This is an optimization exercise on Yosys and OpenROAD, whose aim is small area and a short achievable clock period, not a production implementation. RTL that was checked went through simulation tests only; none was proved equivalent to the original. Power figures rest on the tool's default switching activity, not on a simulated workload.

==> build 9: inputs <==
Design neural_network, start of the top module:
module neural_network (
    input wire clk,
    input wire reset,
    input wire changes,
    input wire [1:0] selector_output,
    input wire [7:0] data_in,
    output wire [7:0] network_outputs
);
Settings: LEC_CHECK=0, CAP_MARGIN=20, CORE_MARGIN=2, CORE_UTILIZATION=40, SETUP_SLACK_MARGIN=3.5, SLEW_MARGIN=20, SYNTH_HIERARCHICAL=1; clock period 9.0 ns.
run.sh (not shown) runs the stock make flow with config.mk's settings and CLKGATE_MAP_FILE= SYNTH_SCRIPT=/design/flow/synth_recipe.tcl, a recipe that flattens the netlist after the stock synthesis.
==> inputs of build 76, as changes to build 9 <==
--- a/flow/design.v
+++ b/flow/design.v
@@ -229,42 +229,42 @@
 wire p139 = ~xn3[5] & ~wn3[1];
 wire p140 = ~xn3[5] & ~wn3[2];
 wire p141 = ~xn3[6] & ~wn3[0];
 wire p142 = ~xn3[6] & ~wn3[1];
 wire p143 = ~xn3[7] & ~wn3[0];
 wire s0_144, c0_145;
 csa_fa u146 (~bn[0], p0, p36, s0_144, c0_145);
-wire s0_147, c0_148;
-csa_fa u149 (p72, p108, s0_144, s0_147, c0_148);
+wire h0_147, k0_148;
+csa_ha u149 (p72, p108, h0_147, k0_148);
 wire s1_150, c1_151;
 csa_fa u152 (~bn[1], p1, p8, s1_150, c1_151);
 wire s1_153, c1_154;
 csa_fa u155 (p37, p44, p73, s1_153, c1_154);
 wire s1_156, c1_157;
 csa_fa u158 (p80, p109, p116, s1_156, c1_157);
 wire s1_159, c1_160;
-csa_fa u161 (c0_145, s1_150, s1_153, s1_159, c1_160);
-wire s1_162, c1_163;
-csa_fa u164 (s1_156, c0_148, s1_159, s1_162, c1_163);
+csa_fa u161 (k0_148, c0_145, s1_150, s1_159, c1_160);
+wire h1_162, k1_163;
+csa_ha u164 (s1_153, s1_156, h1_162, k1_163);
 wire s2_165, c2_166;
 csa_fa u167 (~bn[2], p2, p9, s2_165, c2_166);
 wire s2_168, c2_169;
 csa_fa u170 (p15, p38, p45, s2_168, c2_169);
 wire s2_171, c2_172;
 csa_fa u173 (p51, p74, p81, s2_171, c2_172);
 wire s2_174, c2_175;
 csa_fa u176 (p87, p110, p117, s2_174, c2_175);
 wire s2_177, c2_178;
 csa_fa u179 (p123, c1_151, c1_154, s2_177, c2_178);
 wire s2_180, c2_181;
 csa_fa u182 (c1_157, s2_165, s2_168, s2_180, c2_181);
 wire s2_183, c2_184;
-csa_fa u185 (s2_171, s2_174, c1_160, s2_183, c2_184);
+csa_fa u185 (s2_171, s2_174, k1_163, s2_183, c2_184);
 wire s2_186, c2_187;
-csa_fa u188 (s2_177, s2_180, c1_163, s2_186, c2_187);
+csa_fa u188 (c1_160, s2_177, s2_180, s2_186, c2_187);
 wire s3_189, c3_190;
 csa_fa u191 (~bn[3], p3, p10, s3_189, c3_190);
 wire s3_192, c3_193;
 csa_fa u194 (p16, p21, p39, s3_192, c3_193);
 wire s3_195, c3_196;
 csa_fa u197 (p46, p52, p57, s3_195, c3_196);
 wire s3_198, c3_199;
@@ -279,16 +279,16 @@
 csa_fa u212 (s3_189, s3_192, s3_195, s3_210, c3_211);
 wire s3_213, c3_214;
 csa_fa u215 (s3_198, s3_201, c2_178, s3_213, c3_214);
 wire s3_216, c3_217;
 csa_fa u218 (c2_181, s3_204, s3_207, s3_216, c3_217);
 wire s3_219, c3_220;
 csa_fa u221 (s3_210, c2_184, s3_213, s3_219, c3_220);
-wire s3_222, c3_223;
-csa_fa u224 (s3_216, c2_187, s3_219, s3_222, c3_223);
+wire h3_222, k3_223;
+csa_ha u224 (c2_187, s3_216, h3_222, k3_223);
 wire s4_225, c4_226;
 csa_fa u227 (~bn[4], p4, p11, s4_225, c4_226);
 wire s4_228, c4_229;
 csa_fa u230 (p17, p22, p26, s4_228, c4_229);
 wire s4_231, c4_232;
 csa_fa u233 (p40, p47, p53, s4_231, c4_232);
 wire s4_234, c4_235;
@@ -310,17 +310,17 @@
 wire s4_258, c4_259;
 csa_fa u260 (c3_205, c3_208, c3_211, s4_258, c4_259);
 wire s4_261, c4_262;
 csa_fa u263 (s4_246, s4_249, s4_252, s4_261, c4_262);
 wire s4_264, c4_265;
 csa_fa u266 (s4_255, c3_214, c3_217, s4_264, c4_265);
 wire s4_267, c4_268;
-csa_fa u269 (s4_258, s4_261, c3_220, s4_267, c4_268);
-wire s4_270, c4_271;
-csa_fa u272 (s4_264, c3_223, s4_267, s4_270, c4_271);
+csa_fa u269 (s4_258, s4_261, k3_223, s4_267, c4_268);
+wire h4_270, k4_271;
+csa_ha u272 (c3_220, s4_264, h4_270, k4_271);
 wire s5_273, c5_274;
 csa_fa u275 (~bn[5], p5, p12, s5_273, c5_274);
 wire s5_276, c5_277;
 csa_fa u278 (p18, p23, p27, s5_276, c5_277);
 wire s5_279, c5_280;
 csa_fa u281 (p30, p41, p48, s5_279, c5_280);
 wire s5_282, c5_283;
@@ -350,17 +350,17 @@
 wire s5_318, c5_319;
 csa_fa u320 (s5_300, s5_303, s5_306, s5_318, c5_319);
 wire s5_321, c5_322;
 csa_fa u323 (s5_309, c4_259, c4_262, s5_321, c5_322);
 wire s5_324, c5_325;
 csa_fa u326 (s5_312, s5_315, s5_318, s5_324, c5_325);
 wire s5_327, c5_328;
-csa_fa u329 (c4_265, s5_321, s5_324, s5_327, c5_328);
-wire s5_330, c5_331;
-csa_fa u332 (c4_268, s5_327, c4_271, s5_330, c5_331);
+csa_fa u329 (c4_265, s5_321, c4_268, s5_327, c5_328);
+wire h5_330, k5_331;
+csa_ha u332 (k4_271, s5_324, h5_330, k5_331);
 wire s6_333, c6_334;
 csa_fa u335 (~bn[6], p6, p13, s6_333, c6_334);
 wire s6_336, c6_337;
 csa_fa u338 (p19, p24, p28, s6_336, c6_337);
 wire s6_339, c6_340;
 csa_fa u341 (p31, p33, p42, s6_339, c6_340);
 wire s6_342, c6_343;
@@ -398,17 +398,17 @@
 wire s6_390, c6_391;
 csa_fa u392 (c5_313, c5_316, s6_378, s6_390, c6_391);
 wire s6_393, c6_394;
 csa_fa u395 (c5_319, s6_381, s6_384, s6_393, c6_394);
 wire s6_396, c6_397;
 csa_fa u398 (s6_387, c5_322, s6_390, s6_396, c6_397);
 wire s6_399, c6_400;
-csa_fa u401 (c5_325, s6_393, s6_396, s6_399, c6_400);
-wire s6_402, c6_403;
-csa_fa u404 (c5_328, s6_399, c5_331, s6_402, c6_403);
+csa_fa u401 (c5_325, s6_393, k5_331, s6_399, c6_400);
+wire h6_402, k6_403;
+csa_ha u404 (s6_396, c5_328, h6_402, k6_403);
 wire x405;
 csa_x u406 (~bn[7], p7, x405);
 wire x407;
 csa_x u408 (p14, p20, x407);
 wire x409;
 csa_x u410 (p25, p29, x409);
 wire x411;
@@ -512,17 +512,17 @@
 wire x509;
 csa_x u510 (x505, x507, x509);
 wire x511;
 csa_x u512 (c6_397, x509, x511);
 wire x513;
 csa_x u514 (x511, c6_400, x513);
 wire x515;
-csa_x u516 (x513, c6_403, x515);
-wire [6:0] ra = {s6_402, s5_330, s4_270, s3_222, s2_183, s1_162, s0_147};
-wire [6:0] rb = {1'b0, 1'b0, 1'b0, 1'b0, s2_186, 1'b0, 1'b0};
+csa_x u516 (k6_403, x513, x515);
+wire [6:0] ra = {s6_399, s5_327, s4_267, s3_219, s2_183, s1_159, s0_144};
+wire [6:0] rb = {h6_402, h5_330, h4_270, h3_222, s2_186, h1_162, h0_147};
 wire [7:0] lo = {1'b0, ra} + {1'b0, rb};
 assign s = {x515 ^ lo[7], lo[6:0]};
 wire [7:0] rr = s + thn + 8'd1;
 assign neg_r = rr[7];
 endmodule
 module csa_fa(input a, input b, input c, output s, output co);
 assign s = a ^ b ^ c;
==> flow/config.mk (replaced) <==
export PLATFORM = sky130hd
export DESIGN_NAME = neural_network
export DESIGN_NICKNAME = neural_network
export VERILOG_FILES = /design/flow/design.v
export SDC_FILE = /design/flow/constraint.sdc
export NUM_CORES = 4
export LEC_CHECK = 0
export CAP_MARGIN = 20
export CORE_MARGIN = 2
export CORE_UTILIZATION = 40
export SETUP_SLACK_MARGIN = 3.4
export SLEW_MARGIN = 20
export SYNTH_HIERARCHICAL = 1
==> inputs of trial 28, as changes to build 9 <==
--- a/flow/design.v
+++ b/flow/design.v
@@ -229,42 +229,42 @@
 wire p139 = ~xn3[5] & ~wn3[1];
 wire p140 = ~xn3[5] & ~wn3[2];
 wire p141 = ~xn3[6] & ~wn3[0];
 wire p142 = ~xn3[6] & ~wn3[1];
 wire p143 = ~xn3[7] & ~wn3[0];
 wire s0_144, c0_145;
 csa_fa u146 (~bn[0], p0, p36, s0_144, c0_145);
-wire s0_147, c0_148;
-csa_fa u149 (p72, p108, s0_144, s0_147, c0_148);
+wire h0_147, k0_148;
+csa_ha u149 (p72, p108, h0_147, k0_148);
 wire s1_150, c1_151;
 csa_fa u152 (~bn[1], p1, p8, s1_150, c1_151);
 wire s1_153, c1_154;
 csa_fa u155 (p37, p44, p73, s1_153, c1_154);
 wire s1_156, c1_157;
 csa_fa u158 (p80, p109, p116, s1_156, c1_157);
 wire s1_159, c1_160;
-csa_fa u161 (c0_145, s1_150, s1_153, s1_159, c1_160);
-wire s1_162, c1_163;
-csa_fa u164 (s1_156, c0_148, s1_159, s1_162, c1_163);
+csa_fa u161 (k0_148, c0_145, s1_150, s1_159, c1_160);
+wire h1_162, k1_163;
+csa_ha u164 (s1_153, s1_156, h1_162, k1_163);
 wire s2_165, c2_166;
 csa_fa u167 (~bn[2], p2, p9, s2_165, c2_166);
 wire s2_168, c2_169;
 csa_fa u170 (p15, p38, p45, s2_168, c2_169);
 wire s2_171, c2_172;
 csa_fa u173 (p51, p74, p81, s2_171, c2_172);
 wire s2_174, c2_175;
 csa_fa u176 (p87, p110, p117, s2_174, c2_175);
 wire s2_177, c2_178;
 csa_fa u179 (p123, c1_151, c1_154, s2_177, c2_178);
 wire s2_180, c2_181;
 csa_fa u182 (c1_157, s2_165, s2_168, s2_180, c2_181);
 wire s2_183, c2_184;
-csa_fa u185 (s2_171, s2_174, c1_160, s2_183, c2_184);
+csa_fa u185 (s2_171, s2_174, k1_163, s2_183, c2_184);
 wire s2_186, c2_187;
-csa_fa u188 (s2_177, s2_180, c1_163, s2_186, c2_187);
+csa_fa u188 (c1_160, s2_177, s2_180, s2_186, c2_187);
 wire s3_189, c3_190;
 csa_fa u191 (~bn[3], p3, p10, s3_189, c3_190);
 wire s3_192, c3_193;
 csa_fa u194 (p16, p21, p39, s3_192, c3_193);
 wire s3_195, c3_196;
 csa_fa u197 (p46, p52, p57, s3_195, c3_196);
 wire s3_198, c3_199;
@@ -279,16 +279,16 @@
 csa_fa u212 (s3_189, s3_192, s3_195, s3_210, c3_211);
 wire s3_213, c3_214;
 csa_fa u215 (s3_198, s3_201, c2_178, s3_213, c3_214);
 wire s3_216, c3_217;
 csa_fa u218 (c2_181, s3_204, s3_207, s3_216, c3_217);
 wire s3_219, c3_220;
 csa_fa u221 (s3_210, c2_184, s3_213, s3_219, c3_220);
-wire s3_222, c3_223;
-csa_fa u224 (s3_216, c2_187, s3_219, s3_222, c3_223);
+wire h3_222, k3_223;
+csa_ha u224 (c2_187, s3_216, h3_222, k3_223);
 wire s4_225, c4_226;
 csa_fa u227 (~bn[4], p4, p11, s4_225, c4_226);
 wire s4_228, c4_229;
 csa_fa u230 (p17, p22, p26, s4_228, c4_229);
 wire s4_231, c4_232;
 csa_fa u233 (p40, p47, p53, s4_231, c4_232);
 wire s4_234, c4_235;
@@ -310,17 +310,17 @@
 wire s4_258, c4_259;
 csa_fa u260 (c3_205, c3_208, c3_211, s4_258, c4_259);
 wire s4_261, c4_262;
 csa_fa u263 (s4_246, s4_249, s4_252, s4_261, c4_262);
 wire s4_264, c4_265;
 csa_fa u266 (s4_255, c3_214, c3_217, s4_264, c4_265);
 wire s4_267, c4_268;
-csa_fa u269 (s4_258, s4_261, c3_220, s4_267, c4_268);
-wire s4_270, c4_271;
-csa_fa u272 (s4_264, c3_223, s4_267, s4_270, c4_271);
+csa_fa u269 (s4_258, s4_261, k3_223, s4_267, c4_268);
+wire h4_270, k4_271;
+csa_ha u272 (c3_220, s4_264, h4_270, k4_271);
 wire s5_273, c5_274;
 csa_fa u275 (~bn[5], p5, p12, s5_273, c5_274);
 wire s5_276, c5_277;
 csa_fa u278 (p18, p23, p27, s5_276, c5_277);
 wire s5_279, c5_280;
 csa_fa u281 (p30, p41, p48, s5_279, c5_280);
 wire s5_282, c5_283;
@@ -350,17 +350,17 @@
 wire s5_318, c5_319;
 csa_fa u320 (s5_300, s5_303, s5_306, s5_318, c5_319);
 wire s5_321, c5_322;
 csa_fa u323 (s5_309, c4_259, c4_262, s5_321, c5_322);
 wire s5_324, c5_325;
 csa_fa u326 (s5_312, s5_315, s5_318, s5_324, c5_325);
 wire s5_327, c5_328;
-csa_fa u329 (c4_265, s5_321, s5_324, s5_327, c5_328);
-wire s5_330, c5_331;
-csa_fa u332 (c4_268, s5_327, c4_271, s5_330, c5_331);
+csa_fa u329 (c4_265, s5_321, c4_268, s5_327, c5_328);
+wire h5_330, k5_331;
+csa_ha u332 (k4_271, s5_324, h5_330, k5_331);
 wire s6_333, c6_334;
 csa_fa u335 (~bn[6], p6, p13, s6_333, c6_334);
 wire s6_336, c6_337;
 csa_fa u338 (p19, p24, p28, s6_336, c6_337);
 wire s6_339, c6_340;
 csa_fa u341 (p31, p33, p42, s6_339, c6_340);
 wire s6_342, c6_343;
@@ -398,17 +398,17 @@
 wire s6_390, c6_391;
 csa_fa u392 (c5_313, c5_316, s6_378, s6_390, c6_391);
 wire s6_393, c6_394;
 csa_fa u395 (c5_319, s6_381, s6_384, s6_393, c6_394);
 wire s6_396, c6_397;
 csa_fa u398 (s6_387, c5_322, s6_390, s6_396, c6_397);
 wire s6_399, c6_400;
-csa_fa u401 (c5_325, s6_393, s6_396, s6_399, c6_400);
-wire s6_402, c6_403;
-csa_fa u404 (c5_328, s6_399, c5_331, s6_402, c6_403);
+csa_fa u401 (c5_325, s6_393, k5_331, s6_399, c6_400);
+wire h6_402, k6_403;
+csa_ha u404 (s6_396, c5_328, h6_402, k6_403);
 wire x405;
 csa_x u406 (~bn[7], p7, x405);
 wire x407;
 csa_x u408 (p14, p20, x407);
 wire x409;
 csa_x u410 (p25, p29, x409);
 wire x411;
@@ -512,17 +512,17 @@
 wire x509;
 csa_x u510 (x505, x507, x509);
 wire x511;
 csa_x u512 (c6_397, x509, x511);
 wire x513;
 csa_x u514 (x511, c6_400, x513);
 wire x515;
-csa_x u516 (x513, c6_403, x515);
-wire [6:0] ra = {s6_402, s5_330, s4_270, s3_222, s2_183, s1_162, s0_147};
-wire [6:0] rb = {1'b0, 1'b0, 1'b0, 1'b0, s2_186, 1'b0, 1'b0};
+csa_x u516 (k6_403, x513, x515);
+wire [6:0] ra = {s6_399, s5_327, s4_267, s3_219, s2_183, s1_159, s0_144};
+wire [6:0] rb = {h6_402, h5_330, h4_270, h3_222, s2_186, h1_162, h0_147};
 wire [7:0] lo = {1'b0, ra} + {1'b0, rb};
 assign s = {x515 ^ lo[7], lo[6:0]};
 wire [7:0] rr = s + thn + 8'd1;
 assign neg_r = rr[7];
 endmodule
 module csa_fa(input a, input b, input c, output s, output co);
 assign s = a ^ b ^ c;
==> flow/config.mk (replaced) <==
export PLATFORM = sky130hd
export DESIGN_NAME = neural_network
export DESIGN_NICKNAME = neural_network
export VERILOG_FILES = /design/flow/design.v
export SDC_FILE = /design/flow/constraint.sdc
export NUM_CORES = 4
export LEC_CHECK = 0
export CAP_MARGIN = 20
export CORE_MARGIN = 2
export CORE_UTILIZATION = 40
export CTS_CLUSTER_DIAMETER = 100
export CTS_CLUSTER_SIZE = 40
export SETUP_SLACK_MARGIN = 4.5
export SLEW_MARGIN = 20
export SYNTH_HIERARCHICAL = 1
==> qor.txt <==
Crit-path max cell delay: 0.57 ns
Synth top area cells: fa_1, dfxtp_1, nor2_1
Outcome: no timing/DRC/antenna violations
Non-CTS inverters: 42
PwrDens: 105 nW/um2
Area delta synth->final: 16.1%
Number of cells on the critical path: 18
Non-filler cells, final: 2667
Logic pwr share: 9.8%
The numbers above come from build 9.

==> qor.txt <==
CP cell instances: buf_12, buf_4, nor2_1, fa_1, fa_1, fa_1, fa_1, fa_1, ha_1, ha_4, xnor2_4, ha_4, a21oi_1, nand3_1, nor2_1, xnor2_1, xor2_1, nor2_4, a221oi_1
Via Count: 15.3k
Number of cells on the critical path: 19
Crit-path max cell delay: 0.57 ns
Outcome: no timing/DRC/antenna violations
Non-filler cells, final: 2691
Synth top area cells: fa_1, dfxtp_1, nor2_1
Cell mode on critical path: fa_1
Non-CTS inverters: 46
Area delta synth->final: 12.8%
PwrDens: 105 nW/um2
The numbers above come from build 76.

==> qor.txt <==
Non-CTS inverters: 46
Synth top area cells: fa_1, dfxtp_1, nor2_1
Logic pwr share: 11.9%
Area delta synth->final: 19.1%
PwrDens: 88.9 nW/um2
Outcome: no timing/DRC/antenna violations
The numbers above come from trial 28.

Function not checked in build 9: the RTL went through the layout flow alone.

==> static timing again, ports no longer ideal <==
The flow's constraints put no driver on any port. The routed layouts listed below were extracted and timed again, unchanged, in two steps.
Step 1: set_driving_cell puts a clkbuf_16 on clk and a buf_2 on each other input, an assumption about the parent block.
Step 2 adds t to the input delays and takes it off the output delays; t is the mean of the earliest and latest rising clock arrival at the registers after step 1. Input paths then give back, and output paths get back, about the clock's delay inside the block.
a / b / c = no drivers / after step 1 / after step 2; a / b = the first two.
run | t (ns) | setup WS [ns] | hold slack, ns | latest minus earliest clock arrival (ns)
build 9 | 0.623 | 3.323 / 3.323 / 3.323 | 0.455 / 0.455 / 0.455 | 0.033 / 0.034
build 76 | 0.625 | 3.520 / 3.520 / 3.520 | 0.451 / 0.451 / 0.451 | 0.041 / 0.041
trial 28 | 0.584 | 3.670 / 3.670 / 3.670 | 0.466 / 0.466 / 0.466 | 0.038 / 0.038
After both steps setup and hold are still met in every run listed.
